From an optimization exercise on the open Yosys and OpenROAD flow, aimed at small area, a short achievable clock period and few clock cycles; shortcuts taken in it are not production practice.
Only simulation tests tie the RTL to the original design; equivalence was not proved.
No driver is modelled on the clock port, so clocking that relies on it looks cheaper here than on a real chip.
Power and IR drop assume default switching activity.

==> module top, before the edit <==
module top(
    input clk,
    input rst,
    input [7:0] in_data,
    input in_valid,
    input storage_reset,
    output [11:0] out_data,
    output out_valid,
    output in_rdy,
    output [1:0] err_data,
    output err_valid
);
reg  [7:0]  xq;
reg         vq;
reg  [24:0] S;
reg  [8:0]  N;
reg  [3:0]  st;         
reg         ov, rdy;
reg  [8:0]  Rd;
reg  [12:0] Rs;
reg  [11:0] F;
always @(posedge clk)
    xq <= in_data;
wire [24:0] Sn;
sqacc U1(.s(S), .x(vq ? xq : 8'd0), .sn(Sn));
wire [8:0]  Nn = N + {8'd0, vq};
wire idle  = (st == 4'd0);
wire rnd   = (st == 4'd13);
wire start = idle & vq & ~in_valid;
wire [3:0] st_next = idle ? {3'd0, start} : (rnd ? 4'd0 : st + 4'd1);
always @(posedge clk or posedge rst) begin
    if (rst) begin
        vq  <= 1'b0;
        S   <= 25'd0;
        N   <= 9'd0;
        st  <= 4'd0;
        ov  <= 1'b0;
        rdy <= 1'b0;
    end else begin
        vq  <= in_valid;
        S   <= storage_reset ? 25'd0 : Sn;
        N   <= storage_reset ? 9'd0 : Nn;
        st  <= st_next;
        ov  <= rnd;
        rdy <= ~in_valid & (idle ? ~vq : rnd);    
    end
end
reg [1:0] yb;
always @(*) begin
    case (st)
        4'd1: yb = S[15:14];
        4'd2: yb = S[13:12];
        4'd3: yb = S[11:10];
        4'd4: yb = S[9:8];
        4'd5: yb = S[7:6];
        4'd6: yb = S[5:4];
        4'd7: yb = S[3:2];
        4'd8: yb = S[1:0];
        default: yb = 2'b00;
    endcase
end
wire [8:0]  rd_out;
wire [12:0] rs_out;
wire        b;
sqrt U0(
    .rd_in  (Rd),
    .yb     (yb),
    .divisor(N),
    .zero_q (rnd),
    .rs_in  (Rs),
    .f_in   (F),
    .rd_out (rd_out),
    .rs_out (rs_out),
    .b      (b)
);
always @(posedge clk) begin
    Rd <= idle ? Sn[24:16] : rd_out;
    Rs <= idle ? 13'd0 : rs_out;
    F  <= idle ? 12'd0 : (rnd ? F + {11'd0, b} : {F[10:0], b});
end
assign out_data  = F;
assign out_valid = ov;
assign in_rdy    = rdy;
assign err_data  = 2'b00;
assign err_valid = 1'b0;
endmodule
clock: 100.0 ns
lec_check: 0
cap_margin: 20
core_margin: 2
core_utilization: 40
slew_margin: 20
standard.sh (not shown) runs the stock make flow with config.mk's settings and CLKGATE_MAP_FILE= SYNTH_SCRIPT=/design/flow/synth_recipe.tcl, a recipe that flattens the netlist after the stock synthesis.
==> flow/flow/run.sh <==
#!/bin/bash
# The standard layout (the standard.sh) with three changes:
#  1. after the standard synthesis, flow/fa_polarity.py flips full-adder
#     cells (all inputs and outputs complemented, same function) to remove
#     inverters; the result is used only if Yosys proves it equivalent to
#     the standard netlist (flow/fa_equiv.ys);
#  2. plain buf_1 cells as the port buffers;
#  3. a one-level clock tree built by flow/clock_tree.tcl before CTS
#     (4 clkbuf_16, each driving a quarter of the flip-flops) instead of TritonCTS's H-tree.
# Each tool's output goes to its own log file in this folder.
set -u

export FLOW_CLK_CELL=sky130_fd_sc_hd__clkbuf_16
RES=orfs/results/sky130hd/top/base
bash standard.sh synth > synth.log 2>&1 || exit 1
cp $RES/1_2_yosys.v 1_2_yosys.std.v
if python3 flow/fa_polarity.py 1_2_yosys.std.v 1_2_yosys.fa.v > fa_polarity.log 2>&1 &&
   yosys -l fa_equiv.log -q flow/fa_equiv.ys > /dev/null 2>&1 &&
   grep -q "Equivalence successfully proven" fa_equiv.log; then
  echo "using the full-adder polarity netlist" >> fa_polarity.log
  cp 1_2_yosys.fa.v $RES/1_2_yosys.v
  rm -f $RES/1_synth.odb $RES/1_synth.sdc
else
  echo "keeping the standard netlist" >> fa_polarity.log
fi
bash standard.sh BUFFER_PORTS_ARGS="-buffer_cell sky130_fd_sc_hd__buf_1" \
  PRE_CTS_TCL="$PWD/flow/clock_tree.tcl" finish > standard.log 2>&1
Other scripts of this flow, unchanged in this note and not shown: flow/flow/clock_tree.tcl, flow/flow/fa_equiv.ys, flow/flow/fa_polarity.py
Testbench counts at the start, summed over its fixed seeds: cycles 9,702.
Edit:
--- a/flow/design.v
+++ b/flow/design.v
@@ -74,21 +74,21 @@
 wire [3:0] st_next = idle ? {3'd0, start} : (rnd ? 4'd0 : st + 4'd1);
 always @(posedge clk or posedge rst) begin
     if (rst) begin
         vq  <= 1'b0;
-        S   <= 25'd0;
-        N   <= 9'd0;
         st  <= 4'd0;
         ov  <= 1'b0;
         rdy <= 1'b0;
     end else begin
         vq  <= in_valid;
-        S   <= storage_reset ? 25'd0 : Sn;
-        N   <= storage_reset ? 9'd0 : Nn;
         st  <= st_next;
         ov  <= rnd;
         rdy <= ~in_valid & (idle ? ~vq : rnd);    
     end
+end
+always @(posedge clk) begin
+    S <= (rst | storage_reset) ? 25'd0 : Sn;
+    N <= (rst | storage_reset) ? 9'd0 : Nn;
 end
 reg [1:0] yb;
 always @(*) begin
     case (st)
=>
- register-to-register slack gets better by 0.64 ns
- global-route usage went up by 0.34 points
- clock power is about the same
- sequential share of layout area falls by 2.6 points
- critical path depth stays the same
- maximum frequency barely changes
- power drops by roughly a tenth
- final cell count rose by a few percent
- core utilization came out lower by 0.42 points
- sequential cell count does not change
- hold slack degrades by 0.0078 ns
- die area decreases slightly
Testbench counts after the change, summed over its fixed seeds: cycles 9,702.

Setup of JK:
top, a different RTL version from the one above (not shown whole).
Size in the first run: roughly 470 cells after synthesis, about 29 I/O pins.
==> module radd, before the edit <==
module radd #(parameter W = 8) (
    input  [W-1:0] a,
    input  [W-1:0] b,
    input          ci,
    output [W-1:0] s,
    output         co
);
wire [W:0] c;
assign c[0] = ci;
genvar i;
generate
    for (i = 0; i < W; i = i + 1) begin : bit_
        assign s[i]   = a[i] ^ b[i] ^ c[i];
        assign c[i+1] = (a[i] & b[i]) | (a[i] & c[i]) | (b[i] & c[i]);
    end
endgenerate
assign co = c[W];
endmodule
==> module sqrt, before the edit <==
module sqrt(
    input  [8:0]  rd_in,     
    input  [1:0]  yb,        
    input  [8:0]  ndiv,      
    input         zero_q,    
    input  [12:0] nrs_in,    
    input  [11:0] f_in,      
    output [8:0]  rd_out,
    output [12:0] nrs_out,
    output        b          
);
wire [9:0] t1 = {rd_in, yb[1]};
wire [9:0] d1;
wire       q1;
radd #(10) s1(.a(t1), .b({1'b1, ndiv}), .ci(1'b1), .s(d1), .co(q1));
wire [8:0] r1 = q1 ? d1[8:0] : t1[8:0];
wire [9:0] t2 = {r1, yb[0]};
wire [9:0] d2;
wire       q2;
radd #(10) s2(.a(t2), .b({1'b1, ndiv}), .ci(1'b1), .s(d2), .co(q2));
assign rd_out = q2 ? d2[8:0] : t2[8:0];
wire [14:0] nts = {nrs_in, ~(q1 & ~zero_q), ~(q2 & ~zero_q)};
wire [14:0] nds;
wire        lt;
radd #(15) s3(.a(nts), .b({1'b0, f_in, 2'b01}), .ci(1'b0), .s(nds), .co(lt));
assign b = ~lt;
assign nrs_out = lt ? nts[12:0] : nds[12:0];
endmodule
==> module top, before the edit <==
module top(
    input clk,
    input rst,
    input [7:0] in_data,
    input in_valid,
    input storage_reset,
    output [11:0] out_data,
    output out_valid,
    output in_rdy,
    output [1:0] err_data,
    output err_valid
);
reg  [7:0]  xq;
reg         vq;
reg  [24:0] S;
reg  [8:0]  Nb;        
reg  [3:0]  st;         
reg         ov, rdy;
reg  [8:0]  Rd;
reg  [12:0] Rsb;       
reg  [11:0] F;
always @(posedge clk)
    xq <= in_data;
wire [24:0] Sn;
sqacc U1(.s(S), .x(vq ? xq : 8'd0), .sn(Sn));
wire [8:0]  Nbn = Nb - {8'd0, vq};
wire idle  = (st == 4'd0);
wire rnd   = (st == 4'd13);
wire start = idle & vq & ~in_valid;
wire [3:0] st_next = idle ? {3'd0, start} : (rnd ? 4'd0 : st + 4'd1);
always @(posedge clk or posedge rst) begin
    if (rst) begin
        vq  <= 1'b0;
        S   <= 25'd0;
        Nb  <= 9'h1ff;
        st  <= 4'd0;
        ov  <= 1'b0;
        rdy <= 1'b0;
    end else begin
        vq  <= in_valid;
        S   <= storage_reset ? 25'd0 : Sn;
        Nb  <= storage_reset ? 9'h1ff : Nbn;
        st  <= st_next;
        ov  <= rnd;
        rdy <= ~in_valid & (idle ? ~vq : rnd);    
    end
end
reg [1:0] yb;
always @(*) begin
    case (st)
        4'd1: yb = S[15:14];
        4'd2: yb = S[13:12];
        4'd3: yb = S[11:10];
        4'd4: yb = S[9:8];
        4'd5: yb = S[7:6];
        4'd6: yb = S[5:4];
        4'd7: yb = S[3:2];
        4'd8: yb = S[1:0];
        default: yb = 2'b00;
    endcase
end
wire [8:0]  rd_out;
wire [12:0] nrs_out;
wire        b;
sqrt U0(
    .rd_in  (Rd),
    .yb     (yb),
    .ndiv   (Nb),
    .zero_q (rnd),
    .nrs_in (Rsb),
    .f_in   (F),
    .rd_out (rd_out),
    .nrs_out(nrs_out),
    .b      (b)
);
always @(posedge clk) begin
    Rd <= idle ? Sn[24:16] : rd_out;
    Rsb <= idle ? 13'h1fff : nrs_out;
    F  <= idle ? 12'd0 : (rnd ? F + {11'd0, b} : {F[10:0], b});
end
assign out_data  = F;
assign out_valid = ov;
assign in_rdy    = rdy;
assign err_data  = 2'b00;
assign err_valid = 1'b0;
endmodule
clock: 100.0 ns
lec_check: 0
cap_margin: 20
core_margin: 2
core_utilization: 40
slew_margin: 20
==> flow/flow/run.sh <==
#!/bin/bash
# The standard layout (the standard.sh) with these changes:
#  1. after the standard synthesis, flow/fa_polarity.py flips full-adder
#     cells (all inputs and outputs complemented, same function) to remove
#     inverters, and flow/remap.tcl re-maps the remaining combinational
#     logic for area with ABC's area mapper (flip-flops and full adders kept).
#     A netlist is used only if Yosys proves it equivalent to the standard
#     netlist (flow/equiv.ys); otherwise the previous one is kept;
#  2. plain buf_1 cells as the port buffers;
#  3. a one-level clock tree built by flow/clock_tree.tcl before CTS
#     (4 clkbuf_16, each driving a quarter of the flip-flops) instead of
#     TritonCTS's H-tree.
# Each tool's output goes to its own log file in this folder.
set -u
export FLOW_CLK_CELL=sky130_fd_sc_hd__clkbuf_16
RES=orfs/results/sky130hd/top/base
bash standard.sh synth > synth.log 2>&1 || exit 1
cp $RES/1_2_yosys.v 1_2_yosys.std.v
use=1_2_yosys.std.v
proven() {  # proven NETLIST LOG
  cp "$1" gate.v
  yosys -l "$2" -q flow/equiv.ys > /dev/null 2>&1 && grep -q "Equivalence successfully proven" "$2"
}
if python3 flow/fa_polarity.py --free-logic 1_2_yosys.std.v 1_2_yosys.fa.v > fa_polarity.log 2>&1 &&
   proven 1_2_yosys.fa.v equiv_fa.log; then
  use=1_2_yosys.fa.v
  if yosys -l remap.log -q -c flow/remap.tcl > /dev/null 2>&1 &&
     proven 1_2_yosys.remap.v equiv_remap.log; then
    use=1_2_yosys.remap.v
  fi
fi
echo "netlist used: $use" > netlist_used.log
if [ "$use" != 1_2_yosys.std.v ]; then
  cp $use $RES/1_2_yosys.v
  rm -f $RES/1_synth.odb $RES/1_synth.sdc
fi
bash standard.sh BUFFER_PORTS_ARGS="-buffer_cell sky130_fd_sc_hd__buf_1" \
  PRE_CTS_TCL="$PWD/flow/clock_tree.tcl" finish > standard.log 2>&1
Other scripts of this flow, unchanged in this note and not shown: flow/flow/clock_tree.tcl, flow/flow/equiv.ys, flow/flow/fa_polarity.py, flow/flow/remap.tcl
Testbench counts of JK, summed over its fixed seeds: cycles 9,702.
[inputs] MS vs JK
diff --git a/flow/design.v b/flow/design.v
--- a/flow/design.v
+++ b/flow/design.v
@@ -1,48 +1,46 @@
-module radd #(parameter W = 8) (
+module rsub #(parameter W = 8) (
     input  [W-1:0] a,
     input  [W-1:0] b,
-    input          ci,
-    output [W-1:0] s,
-    output         co
+    output [W-1:0] d,
+    output         ge
 );
 wire [W:0] c;
-assign c[0] = ci;
+assign c[0] = 1'b1;
 genvar i;
 generate
     for (i = 0; i < W; i = i + 1) begin : bit_
-        assign s[i]   = a[i] ^ b[i] ^ c[i];
-        assign c[i+1] = (a[i] & b[i]) | (a[i] & c[i]) | (b[i] & c[i]);
+        wire nb = ~b[i];
+        assign d[i]   = a[i] ^ nb ^ c[i];
+        assign c[i+1] = (a[i] & nb) | (a[i] & c[i]) | (nb & c[i]);
     end
 endgenerate
-assign co = c[W];
+assign ge = c[W];
 endmodule
 module sqrt(
     input  [8:0]  rd_in,     
     input  [1:0]  yb,        
-    input  [8:0]  ndiv,      
+    input  [8:0]  divisor,   
     input         zero_q,    
-    input  [12:0] nrs_in,    
+    input  [12:0] rs_in,     
     input  [11:0] f_in,      
     output [8:0]  rd_out,
-    output [12:0] nrs_out,
+    output [12:0] rs_out,
     output        b          
 );
 wire [9:0] t1 = {rd_in, yb[1]};
 wire [9:0] d1;
 wire       q1;
-radd #(10) s1(.a(t1), .b({1'b1, ndiv}), .ci(1'b1), .s(d1), .co(q1));
+rsub #(10) s1(.a(t1), .b({1'b0, divisor}), .d(d1), .ge(q1));
 wire [8:0] r1 = q1 ? d1[8:0] : t1[8:0];
 wire [9:0] t2 = {r1, yb[0]};
 wire [9:0] d2;
 wire       q2;
-radd #(10) s2(.a(t2), .b({1'b1, ndiv}), .ci(1'b1), .s(d2), .co(q2));
+rsub #(10) s2(.a(t2), .b({1'b0, divisor}), .d(d2), .ge(q2));
 assign rd_out = q2 ? d2[8:0] : t2[8:0];
-wire [14:0] nts = {nrs_in, ~(q1 & ~zero_q), ~(q2 & ~zero_q)};
-wire [14:0] nds;
-wire        lt;
-radd #(15) s3(.a(nts), .b({1'b0, f_in, 2'b01}), .ci(1'b0), .s(nds), .co(lt));
-assign b = ~lt;
-assign nrs_out = lt ? nts[12:0] : nds[12:0];
+wire [14:0] ts = {rs_in, q1 & ~zero_q, q2 & ~zero_q};
+wire [14:0] ds;
+rsub #(15) s3(.a(ts), .b({1'b0, f_in, 2'b01}), .d(ds), .ge(b));
+assign rs_out = b ? ds[12:0] : ts[12:0];
 endmodule
 module top(
     input clk,
@@ -59,17 +57,17 @@
 reg  [7:0]  xq;
 reg         vq;
 reg  [24:0] S;
-reg  [8:0]  Nb;        
+reg  [8:0]  N;
 reg  [3:0]  st;         
 reg         ov, rdy;
 reg  [8:0]  Rd;
-reg  [12:0] Rsb;       
+reg  [12:0] Rs;
 reg  [11:0] F;
 always @(posedge clk)
     xq <= in_data;
 wire [24:0] Sn;
 sqacc U1(.s(S), .x(vq ? xq : 8'd0), .sn(Sn));
-wire [8:0]  Nbn = Nb - {8'd0, vq};
+wire [8:0]  Nn = N + {8'd0, vq};
 wire idle  = (st == 4'd0);
 wire rnd   = (st == 4'd13);
 wire start = idle & vq & ~in_valid;
@@ -77,19 +75,19 @@
 always @(posedge clk or posedge rst) begin
     if (rst) begin
         vq  <= 1'b0;
-        S   <= 25'd0;
-        Nb  <= 9'h1ff;
         st  <= 4'd0;
         ov  <= 1'b0;
         rdy <= 1'b0;
     end else begin
         vq  <= in_valid;
-        S   <= storage_reset ? 25'd0 : Sn;
-        Nb  <= storage_reset ? 9'h1ff : Nbn;
         st  <= st_next;
         ov  <= rnd;
         rdy <= ~in_valid & (idle ? ~vq : rnd);    
     end
+end
+always @(posedge clk) begin
+    S <= (rst | storage_reset) ? 25'd0 : Sn;
+    N <= (rst | storage_reset) ? 9'd0 : Nn;
 end
 reg [1:0] yb;
 always @(*) begin
@@ -106,22 +104,22 @@
     endcase
 end
 wire [8:0]  rd_out;
-wire [12:0] nrs_out;
+wire [12:0] rs_out;
 wire        b;
 sqrt U0(
     .rd_in  (Rd),
     .yb     (yb),
-    .ndiv   (Nb),
+    .divisor(N),
     .zero_q (rnd),
-    .nrs_in (Rsb),
+    .rs_in  (Rs),
     .f_in   (F),
     .rd_out (rd_out),
-    .nrs_out(nrs_out),
+    .rs_out (rs_out),
     .b      (b)
 );
 always @(posedge clk) begin
     Rd <= idle ? Sn[24:16] : rd_out;
-    Rsb <= idle ? 13'h1fff : nrs_out;
+    Rs <= idle ? 13'd0 : rs_out;
     F  <= idle ? 12'd0 : (rnd ? F + {11'd0, b} : {F[10:0], b});
 end
 assign out_data  = F;
## What came out
- Cells: MS has more instances than JK
- Met3 usage delta (JK -> MS): insignificant
- MS — critical path depth 4 higher, JK as reference
- MS ends up with a met2 routing resource usage after global routing that is 0.66 points lower than in JK.
- Cmp JK and MS / worst hold slack / higher: JK
- MS vs JK: sequential fraction of total cell area down
- MS: fraction of the cycle the final worst path needs is 0.35 points higher than what JK reported.
- Looking at clock network fraction of design power, MS sits 1.5 points higher than JK does.
- Number of antenna cells inserted: JK vs MS identical
- Number of global-route vias before repair (MS vs. JK) decreases by a few percent
- JK and MS ended up with nearly the same clock skew.
- Of JK and MS, the lower worst setup slack belongs to MS.
- Compared with JK, MS ends up with less cell area.
Testbench counts of MS, summed over its fixed seeds: cycles 9,702.

[static timing again, ports no longer ideal]
The flow's constraints put no driver on any port. The routed layouts listed below were extracted and timed again, unchanged, in two steps.
Step 1 (the two cells are an assumption about what drives the block):
set clk [get_ports {clk}]
set_driving_cell -lib_cell sky130_fd_sc_hd__clkbuf_16 $clk
set_driving_cell -lib_cell sky130_fd_sc_hd__buf_2 [delete_from_list [all_inputs] $clk]
Step 2 times the ports against the registers' clock, not the clock port: input delays grow and output delays shrink by t, the midpoint of the rising clock arrivals with the driver on.
a / b / c = no drivers / after step 1 / after step 2; a / b = the first two.
| run | t (ns) | setup slack, ns | slew at the worst register clock pin (ns) | pins driven straight from the clock port |
|---|---|---|---|---|
| the first run of note 1 | 0.226 | 79.169 / 79.090 / 79.287 | 0.09 / 0.09 | 4 |
| the second run of note 1 | 0.228 | 79.162 / 79.081 / 79.296 | 0.09 / 0.09 | 4 |
| JK | 0.230 | 79.242 / 79.162 / 79.260 | 0.09 / 0.09 | 4 |
| MS | 0.236 | 78.895 / 78.958 / 78.722 | 0.09 / 0.09 | 4 |
After both steps every run listed still meets setup and hold. For MS, which loses most, drivers alone change the setup slack by +0.063 ns; drivers and shift together by -0.173 ns. Setup slack includes reset recovery checks.
